This is an optimization exercise on Yosys and OpenROAD, whose aim is small area, not a production implementation. Function was checked by simulation only, so behaviour that the tests miss may differ from the original. Power and IR drop assume default switching activity.

== run C ==
## Single_Cycle_Computer
module Single_Cycle_Computer(clk, rst, pc, instr, mem_addr, mem_wdata, mem_we, mem_rdata);
==> flow/config.mk <==
export PLATFORM = sky130hd
export DESIGN_NAME = Single_Cycle_Computer
export DESIGN_NICKNAME = Single_Cycle_Computer
export VERILOG_FILES = /design/flow/design.v
export SDC_FILE = /design/flow/constraint.sdc
export NUM_CORES = 4
export LEC_CHECK = 0
export CAP_MARGIN = 20
export CORE_MARGIN = 2
export CORE_UTILIZATION = 40
export SETUP_SLACK_MARGIN = 0.2
export SLEW_MARGIN = 20
export SYNTH_HIERARCHICAL = 1
==> flow/constraint.sdc <==
create_clock -name core_clock -period 11.0 [get_ports {clk}]
set_input_delay 2.2000 -clock core_clock [delete_from_list [all_inputs] [get_ports {clk}]]
set_output_delay 2.2000 -clock core_clock [all_outputs]
set_load 0.01 [all_outputs]
standard.sh (not shown) runs the stock make flow with config.mk's settings and CLKGATE_MAP_FILE= SYNTH_SCRIPT=/design/flow/synth_recipe.tcl, a recipe that flattens the netlist after the stock synthesis.
==> flow/flow/run.sh <==
#!/bin/bash
# Standard layout, except that ABC maps the logic with flow/area.abc
# (area-oriented) instead of ORFS's speed script. Synthesis is otherwise
# synth_recipe.tcl unchanged (see flow/my_synth.tcl).
set -euo pipefail
W=$PWD
sed -e "s#SYNTH_SCRIPT=[^ ]*#SYNTH_SCRIPT=$W/flow/my_synth.tcl#" standard.sh > my_standard.sh
export MY_ABC_SCRIPT=$W/flow/area.abc
bash my_standard.sh > make.log 2>&1
==> flow/flow/area.abc <==
strash
&get -n
&st
&syn2
&dch
&nf
&put
==> flow/flow/my_synth.tcl <==
proc synth {args} { yosys synth -nofsm -noshare {*}$args }
proc abc {args} {
  if { [info exists ::env(MY_ABC_SCRIPT)] && $::env(MY_ABC_SCRIPT) ne "" } {
    set i [lsearch -exact $args -script]
    if { $i >= 0 } { set args [lreplace $args [expr {$i+1}] [expr {$i+1}] $::env(MY_ABC_SCRIPT)] }
  }
  yosys abc {*}$args
}
source $::env(SCRIPTS_DIR)/synth.tcl
# left out here: clear keep_hierarchy, flatten, clean up, hide names made inside functions, write 1_2_yosys.v
What run D does differently from run C at the input level:
==> flow/flow/area.abc <==
strash
&get -n
&st
&dch
&nf -R 1000
&put
==> comparison <==
Final critical delay including setup and external delays of run C is on par with run D. In the reports for run C and run D, the smaller first-pass iteration count of the detailed router belongs to run D. Comparing run C with run D, the setup slack came out essentially unchanged. Re initial core utilization: run C and run D aren't equal, and the higher value belongs to run C. Looking only at source-to-sink clock delay at the later pin of the worst-skew pair, and setting everything else aside, the lower value of run C and run D goes to run D. The layout multi-input combinational cell count in run D was higher than what run C gave. Between run D and run C, it is run D whose sequential share of layout area is higher, by 0.39 points. Run D ended up with a higher critical path depth than run C did. Via-per-instance ratio (run D over run C): decrease, about 5.7%. Relative contribution of combinational cells to total power, run C and run D: smaller value in run C.

* * *

Setup of MS:
Single_Cycle_Computer, a different RTL version from the one above (not shown whole).
Size in the first run: about 2100 cells after synthesis, ~550 flip-flops, roughly 160 I/O pins, roughly 0.026 mm^2 of cells after synthesis.
export LEC_CHECK = 0
export CAP_MARGIN = 0
export CORE_MARGIN = 2
export CORE_UTILIZATION = 70
export CTS_BUF_LIST = sky130_fd_sc_hd__clkbuf_8
export CTS_CLUSTER_DIAMETER = 50
export CTS_CLUSTER_SIZE = 14
export SETUP_SLACK_MARGIN = 0.2
export SLEW_MARGIN = 0
export SYNTH_HIERARCHICAL = 1
create_clock -name core_clock -period 11.0 [get_ports {clk}]
==> flow/flow/run.sh <==
#!/bin/bash
# Standard layout with two changes:
#  - ABC maps the logic with area-oriented scripts instead of ORFS's speed
#    script: flow/fast.abc for the adder (kept fast: it is on the critical
#    path), flow/area.abc for the other modules. Synthesis is otherwise
#    synth_recipe.tcl unchanged (see flow/my_synth.tcl).
#  - ports are buffered with buf_1 instead of the default delay cell.
# make's output goes to make.log; each ORFS step logs under orfs/logs.
set -euo pipefail
W=$PWD
sed -e "s#SYNTH_SCRIPT=[^ ]*#SYNTH_SCRIPT=$W/flow/my_synth.tcl#" standard.sh > my_standard.sh
export MY_ABC_SCRIPT=$W/flow/area.abc
export MY_ABC_AREA_MODS="Single_Cycle_Computer rf_read shifter"
export MY_ABC_FAST_SCRIPT=$W/flow/fast.abc
export MY_ABC_FAST_MODS="adder32"
bash my_standard.sh "BUFFER_PORTS_ARGS=-buffer_cell sky130_fd_sc_hd__buf_1" finish > make.log 2>&1
==> flow/flow/area.abc <==
strash
&get -n
&st
&dch
&nf -R 1000
&put
strash
&get -n
&st
&dch
&nf -R 1000
&put
strash
&get -n
&st
&dch
&nf -R 1000
&put
==> flow/flow/fast.abc <==
strash
&get -n
&st
&dch
&nf
&put
==> flow/flow/my_synth.tcl <==
# synth_recipe.tcl with one change: ABC's script is chosen per module.
# MY_ABC_SCRIPT maps the modules listed in MY_ABC_AREA_MODS (or the whole
# design if that is empty); MY_ABC_FAST_SCRIPT maps the modules listed in
# MY_ABC_FAST_MODS.
proc synth {args} { yosys synth -nofsm -noshare {*}$args }
proc abc_with_script {script argl sel} {
  set i [lsearch -exact $argl -script]
  if { $i >= 0 } { set argl [lreplace $argl [expr {$i+1}] [expr {$i+1}] $script] }
  yosys abc {*}$argl {*}$sel
}
proc abc {args} {
  set area [expr {[info exists ::env(MY_ABC_SCRIPT)] ? $::env(MY_ABC_SCRIPT) : ""}]
  set amods [expr {[info exists ::env(MY_ABC_AREA_MODS)] ? $::env(MY_ABC_AREA_MODS) : ""}]
  set fast [expr {[info exists ::env(MY_ABC_FAST_SCRIPT)] ? $::env(MY_ABC_FAST_SCRIPT) : ""}]
  set fmods [expr {[info exists ::env(MY_ABC_FAST_MODS)] ? $::env(MY_ABC_FAST_MODS) : ""}]
  if { $area eq "" } { yosys abc {*}$args; return }
  if { $fmods ne "" } { abc_with_script $fast $args $fmods }
  abc_with_script $area $args $amods
}
source $::env(SCRIPTS_DIR)/synth.tcl
# left out here: clear keep_hierarchy, flatten, clean up, hide names made inside functions, write 1_2_yosys.v
Every stage of the flow completed for MS, and the final layout passed the timing, DRC and antenna checks.
[inputs] AL vs MS
# MS
export LEC_CHECK = 0
export CAP_MARGIN = 0
export CORE_MARGIN = 2
export CORE_UTILIZATION = 70
export CTS_BUF_LIST = sky130_fd_sc_hd__clkbuf_8
export CTS_CLUSTER_DIAMETER = 50
export CTS_CLUSTER_SIZE = 14
export SETUP_SLACK_MARGIN = 0.2
export SLEW_MARGIN = 0
export SYNTH_HIERARCHICAL = 1
create_clock -name core_clock -period 11.0 [get_ports {clk}]
# AL
export LEC_CHECK = 0
export CAP_MARGIN = 10
export CORE_MARGIN = 2
export CORE_UTILIZATION = 70
export CTS_BUF_LIST = sky130_fd_sc_hd__clkbuf_16
export CTS_CLUSTER_DIAMETER = 60
export CTS_CLUSTER_SIZE = 20
export SETUP_SLACK_MARGIN = 0.2
export SLEW_MARGIN = 10
export SYNTH_HIERARCHICAL = 1
create_clock -name core_clock -period 11.0 [get_ports {clk}]
==> run summary <==
Relative to MS, AL degrades final area. Vertical extent of the die: MS vs AL, no meaningful difference. From MS to AL the numbers moved as follows: power attributed to combinational cells higher; wire length of the first global-routing pass higher. Comparing AL and MS, combinational cell fraction of total power is higher on MS.

-- port drivers added, routing unchanged --
No port has a modelled driver above. Below, the same layouts with a new extraction and two added sets of constraints.
Step 1 sets driving cells, clkbuf_16 on the clock port and buf_2 on the other inputs (assumed; they add their load-dependent delay and slew).
Step 2 also shifts input and output timing later by t, the mid clock arrival at the registers, as if the neighbouring blocks saw the same clock.
Slacks: no drivers / after step 1 / after step 2; pairs: no drivers / after step 1.
| run | t (ns) | setup slack, ns | worst setup path after step 2 | clock arrival spread, ns | pins driven straight from the clock port |
|---|---|---|---|---|---|
| run C | 0.676 | 0.379 / 0.341 / 0.341 | input to output | 0.042 / 0.042 | 1 |
| run D | 0.659 | 0.378 / 0.335 / 0.335 | input to output | 0.017 / 0.017 | 1 |
| MS | 0.719 | 0.463 / 0.435 / 0.435 | input to output | 0.032 / 0.032 | 1 |
| AL | 0.617 | 0.437 / 0.414 / 0.414 | input to output | 0.023 / 0.023 | 1 |
After both steps every run listed still meets setup and hold. For run D, which loses most, drivers alone change the setup slack by -0.043 ns; drivers and shift together by -0.043 ns.
